Source: an optimization exercise on an open RTL-to-GDS flow (aim: small area, a short achievable clock period and few clock cycles). Production flows keep margins and buffers that such runs may drop.
Function was checked by simulation only, so behaviour that the tests miss may differ from the original.
Power figures rest on the tool's default switching activity, not on a simulated workload.

// Cpu
module Cpu (
    input clk,
    input rstn,
    output [32-1:0] pc,
    input [32-1:0] inst,
    input [32-1:0] pc_copy,
    output read_en,
    output [32-1:0] read_addr,
    input [32-1:0] read_data,
    output write_en,
    output [32-1:0] write_addr,
    output [32-1:0] write_data,
    output [1:0] write_len
);
  reg [31:2] pc_q;   
  reg dv;   
  reg e_valid;
  reg [31:0] e_a, e_b, e_x;   
  reg [4:0] e_rd;
  reg e_wen, e_ld, e_st, e_br, e_jalr, e_fx;
  reg e_bf;   
  reg ft;   
  reg [2:0] e_f3;
  reg [4:0] e_sh;   
  reg e_sgn;   
  reg e_beq;   
  reg e_binv;   
  reg e_sra;
  reg r_add, r_sub, r_sll, r_srl, r_slt, r_xor, r_or, r_and, r_link;
  reg ren_q, wen_q;
  reg [31:0] addr_q, wdata_q;
  reg [1:0] wlen_q;
  reg m_wen, m_ld;
  reg [4:0] m_rd;
  reg [2:0] m_f3;
  reg [31:0] m_res;
  reg w_wen, w_ld;
  reg [4:0] w_rd;
  reg [2:0] w_f3;
  reg [31:0] w_res;
  assign pc = {pc_q, 2'b00};
  assign read_en = ren_q;
  assign read_addr = addr_q;
  assign write_en = wen_q;
  assign write_addr = addr_q;
  assign write_data = wdata_q;
  assign write_len = wlen_q;
  wire [31:0] ld_data = w_f3[1] ? read_data :
                        w_f3[0] ? {{16{~w_f3[2] & read_data[15]}}, read_data[15:0]} :
                                  {{24{~w_f3[2] & read_data[7]}}, read_data[7:0]};
  wire [31:0] wb_data = w_ld ? ld_data : w_res;
  wire [31:0] sum = e_a + e_b + {31'd0, r_sub};
  wire [31:0] ca = {e_a[31] ^ e_sgn, e_a[30:0]};
  wire [31:0] cb = {e_b[31] ^ e_sgn, e_b[30:0]};
  wire [31:0] g0 = ~ca & cb;
  wire [31:0] e0 = ~(ca ^ cb);
  wire [15:0] g1, e1;
  wire [7:0] g2, e2;
  wire [3:0] g3, e3;
  wire [1:0] g4, e4;
  genvar gi;
  generate
    for (gi = 0; gi < 16; gi = gi + 1) begin : cmp1
      assign g1[gi] = g0[2*gi+1] | (e0[2*gi+1] & g0[2*gi]);
      assign e1[gi] = e0[2*gi+1] & e0[2*gi];
    end
    for (gi = 0; gi < 8; gi = gi + 1) begin : cmp2
      assign g2[gi] = g1[2*gi+1] | (e1[2*gi+1] & g1[2*gi]);
  ...
Size in the first run: ~8500 cells after synthesis, roughly 1300 flip-flops, ~230 I/O pins.
export LEC_CHECK = 0
export ABC_AREA = 1
export CAP_MARGIN = 20
export CORE_MARGIN = 2
export CORE_UTILIZATION = 55
export SETUP_SLACK_MARGIN = 4.5
export SLEW_MARGIN = 20
create_clock -name core_clock -period 8.0 [get_ports {clk}]
run.sh (not shown) runs the stock make flow with config.mk's settings and CLKGATE_MAP_FILE= SYNTH_SCRIPT=/design/flow/synth_recipe.tcl, a recipe that flattens the netlist after the stock synthesis.
Testbench counts at the start, summed over its fixed seeds: cycles 34,997.
==> next run, changes <==
--- a/flow/design.v
+++ b/flow/design.v
@@ -61,21 +61,22 @@
   assign read_en = ren_q;
   assign read_addr = addr_q;
   assign write_en = wen_q;
   assign write_addr = addr_q;
   assign write_data = wdata_q;
   assign write_len = wlen_q;
   wire [31:0] ld_data = w_f3[1] ? read_data :
                         w_f3[0] ? {{16{~w_f3[2] & read_data[15]}}, read_data[15:0]} :
                                   {{24{~w_f3[2] & read_data[7]}}, read_data[7:0]};
   wire [31:0] wb_data = w_ld ? ld_data : w_res;
-  wire [31:0] sum = e_a + e_b + {31'd0, r_sub};
+  wire [31:0] sum = e_a + e_b;
+  wire [31:0] dif = e_a - e_b;
   wire [31:0] ca = {e_a[31] ^ e_sgn, e_a[30:0]};
   wire [31:0] cb = {e_b[31] ^ e_sgn, e_b[30:0]};
   wire [31:0] g0 = ~ca & cb;
   wire [31:0] e0 = ~(ca ^ cb);
   wire [15:0] g1, e1;
   wire [7:0] g2, e2;
   wire [3:0] g3, e3;
   wire [1:0] g4, e4;
   genvar gi;
   generate
@@ -98,21 +99,21 @@
   endgenerate
   wire lt = g4[1] | (e4[1] & g4[0]);
   wire eq = e4[1] & e4[0];
   function [31:0] rev32(input [31:0] v);
     integer k;
     for (k = 0; k < 32; k = k + 1) rev32[k] = v[31-k];
   endfunction
   wire [31:0] sh_in = r_sll ? rev32(e_a) : e_a;
   wire [31:0] srx = $signed({e_sra & sh_in[31], sh_in}) >>> e_sh;
   wire [31:0] sll = rev32(srx);
-  wire [31:0] e_res = ({32{r_add | r_sub}} & sum) | ({32{r_sll}} & sll) |
+  wire [31:0] e_res = ({32{r_add}} & sum) | ({32{r_sub}} & dif) | ({32{r_sll}} & sll) |
                       ({32{r_srl}} & srx) | {31'd0, r_slt & lt} | ({32{r_xor}} & (e_a ^ e_b)) |
                       ({32{r_or}} & (e_a | e_b)) | ({32{r_and}} & (e_a & e_b)) | ({32{r_link}} & e_x);
   wire cond = e_beq ? eq : lt;
   wire taken = cond ^ e_binv;   
   wire redir = e_valid & (e_jalr | (e_bf & taken));
   wire bt = ft & taken;   
   wire bn = ft & ~taken;   
   wire [31:2] redir_pc = e_jalr ? sum[31:2] : e_x[31:2];
   wire [4:0] op = inst[6:2];
   wire d_lui = op == 5'b01101;
@@ -153,22 +154,21 @@
   wire hz_e = e_ldw & ((use_rs1 & rs1 == e_rd) | ((use_rs2 | d_st) & rs2 == e_rd));
   wire hz_m = m_ldw & ((use_rs1 & rs1 == m_rd & ~(e_fwd & rs1 == e_rd)) | (use_rs2 & rs2 == m_rd & ~(e_fwd & rs2 == e_rd)));
   wire fx_m = m_ldw & d_st & (rs2 == m_rd) & ~(e_fwd & rs2 == e_rd);   
   wire d_ok = dv & ~redir & ~bt;
   wire hz = hz_e | hz_m | (bn & d_pred);
   wire replay = d_ok & hz;
   wire d_go = d_ok & ~hz;
   wire predict = d_go & d_pred;
   wire pbb = d_go & d_br & inst[31];   
   wire [31:0] a_n = d_auipc ? pc_u : d_jal ? pc_4 : d_lui ? 32'd0 : v1;
-  wire d_sub = d_op & f3 == 3'b000 & inst[30];
-  wire [31:0] b_n = d_sub ? ~v2 : (d_op | d_br) ? v2 : d_st ? imm_s : d_lui ? imm_u : (d_jal | d_auipc) ? 32'd0 : imm_i;
+  wire [31:0] b_n = (d_op | d_br) ? v2 : d_st ? imm_s : d_lui ? imm_u : (d_jal | d_auipc) ? 32'd0 : imm_i;
   wire [31:0] x_n = d_st ? v2 : (d_jalr | (d_br & inst[31])) ? pc_4 : pc_b;
   Register_File register_file_inst (
       .clk(clk),
       .i_rs1(rs1),
       .i_rs2(rs2),
       .o_data1(rf1),
       .o_data2(rf2),
       .i_we(w_wen),
       .i_rd(w_rd),
       .i_wd(wb_data)
@@ -207,21 +207,21 @@
     e_jalr <= d_jalr;
     e_bf <= d_br & ~inst[31];
     e_fx <= fx_m;
     e_f3 <= f3;
     e_sh <= (d_op | d_opi) & f3[1:0] == 2'b01 ? b_n[4:0] : 5'd0;
     e_sgn <= d_br ? ~f3[1] : ~f3[0];
     e_beq <= ~f3[2];
     e_binv <= f3[0];
     e_sra <= inst[30] & f3[2];
     r_add <= ~(d_op | d_opi | d_jalr) | ((d_op | d_opi) & f3 == 3'b000 & ~(d_op & inst[30]));
-    r_sub <= d_sub;
+    r_sub <= d_op & f3 == 3'b000 & inst[30];
     r_sll <= (d_op | d_opi) & f3 == 3'b001;
     r_srl <= (d_op | d_opi) & f3 == 3'b101;
     r_slt <= (d_op | d_opi) & f3[2:1] == 2'b01;
     r_xor <= (d_op | d_opi) & f3 == 3'b100;
     r_or <= (d_op | d_opi) & f3 == 3'b110;
     r_and <= (d_op | d_opi) & f3 == 3'b111;
     r_link <= d_jalr;
     addr_q <= sum;
     wdata_q <= e_fx ? ld_data : e_x;
     wlen_q <= e_f3[1:0];
=> The changed run went through all stages and came out clean. Final area rose by 3.4%. Total power rose by 3.6%. First-iteration DRC count rose by 6.8%. Core utilization rose by 0.37 points. Setup slack got worse by 26 ps. Non-clock buffer count rose by 62. Final cell count rose by 3.8%. Global-route usage rose by 3.3 points. Routed wire length rose by 9.6%. Clock power fell by about 3%. Combinational power rose by 15%. Die area rose by 2.5%. Fmax fell by 0.69%.
Testbench counts after the change, summed over its fixed seeds: cycles 34,997.

## re-timing with driven ports
The flow's constraints put no driver on any port. The routed layouts listed below were extracted and timed again, unchanged, in two steps. Step 1 (the two cells are an assumption about what drives the block):
set clk [get_ports {clk}]
set_driving_cell -lib_cell sky130_fd_sc_hd__clkbuf_16 $clk
set_driving_cell -lib_cell sky130_fd_sc_hd__buf_2 [delete_from_list [all_inputs] $clk]
Step 2 also shifts input and output timing later by t, the mid clock arrival at the registers, as if the neighbouring blocks saw the same clock. Three values: ideal ports, drivers, drivers and shift; two values: the first two.
| run | shift t [ns] | setup WS [ns] | latest minus earliest clock arrival (ns) |
|---|---|---|---|
| the first run | 0.890 | 4.304 / 4.033 / 3.143 | 0.066 / 0.066 |
| the second run | 0.870 | 4.279 / 4.076 / 3.206 | 0.063 / 0.062 |
After both steps setup and hold are still met in every run listed. For the first run, which loses most, drivers alone change the setup slack by -0.271 ns; drivers and shift together by -1.161 ns.
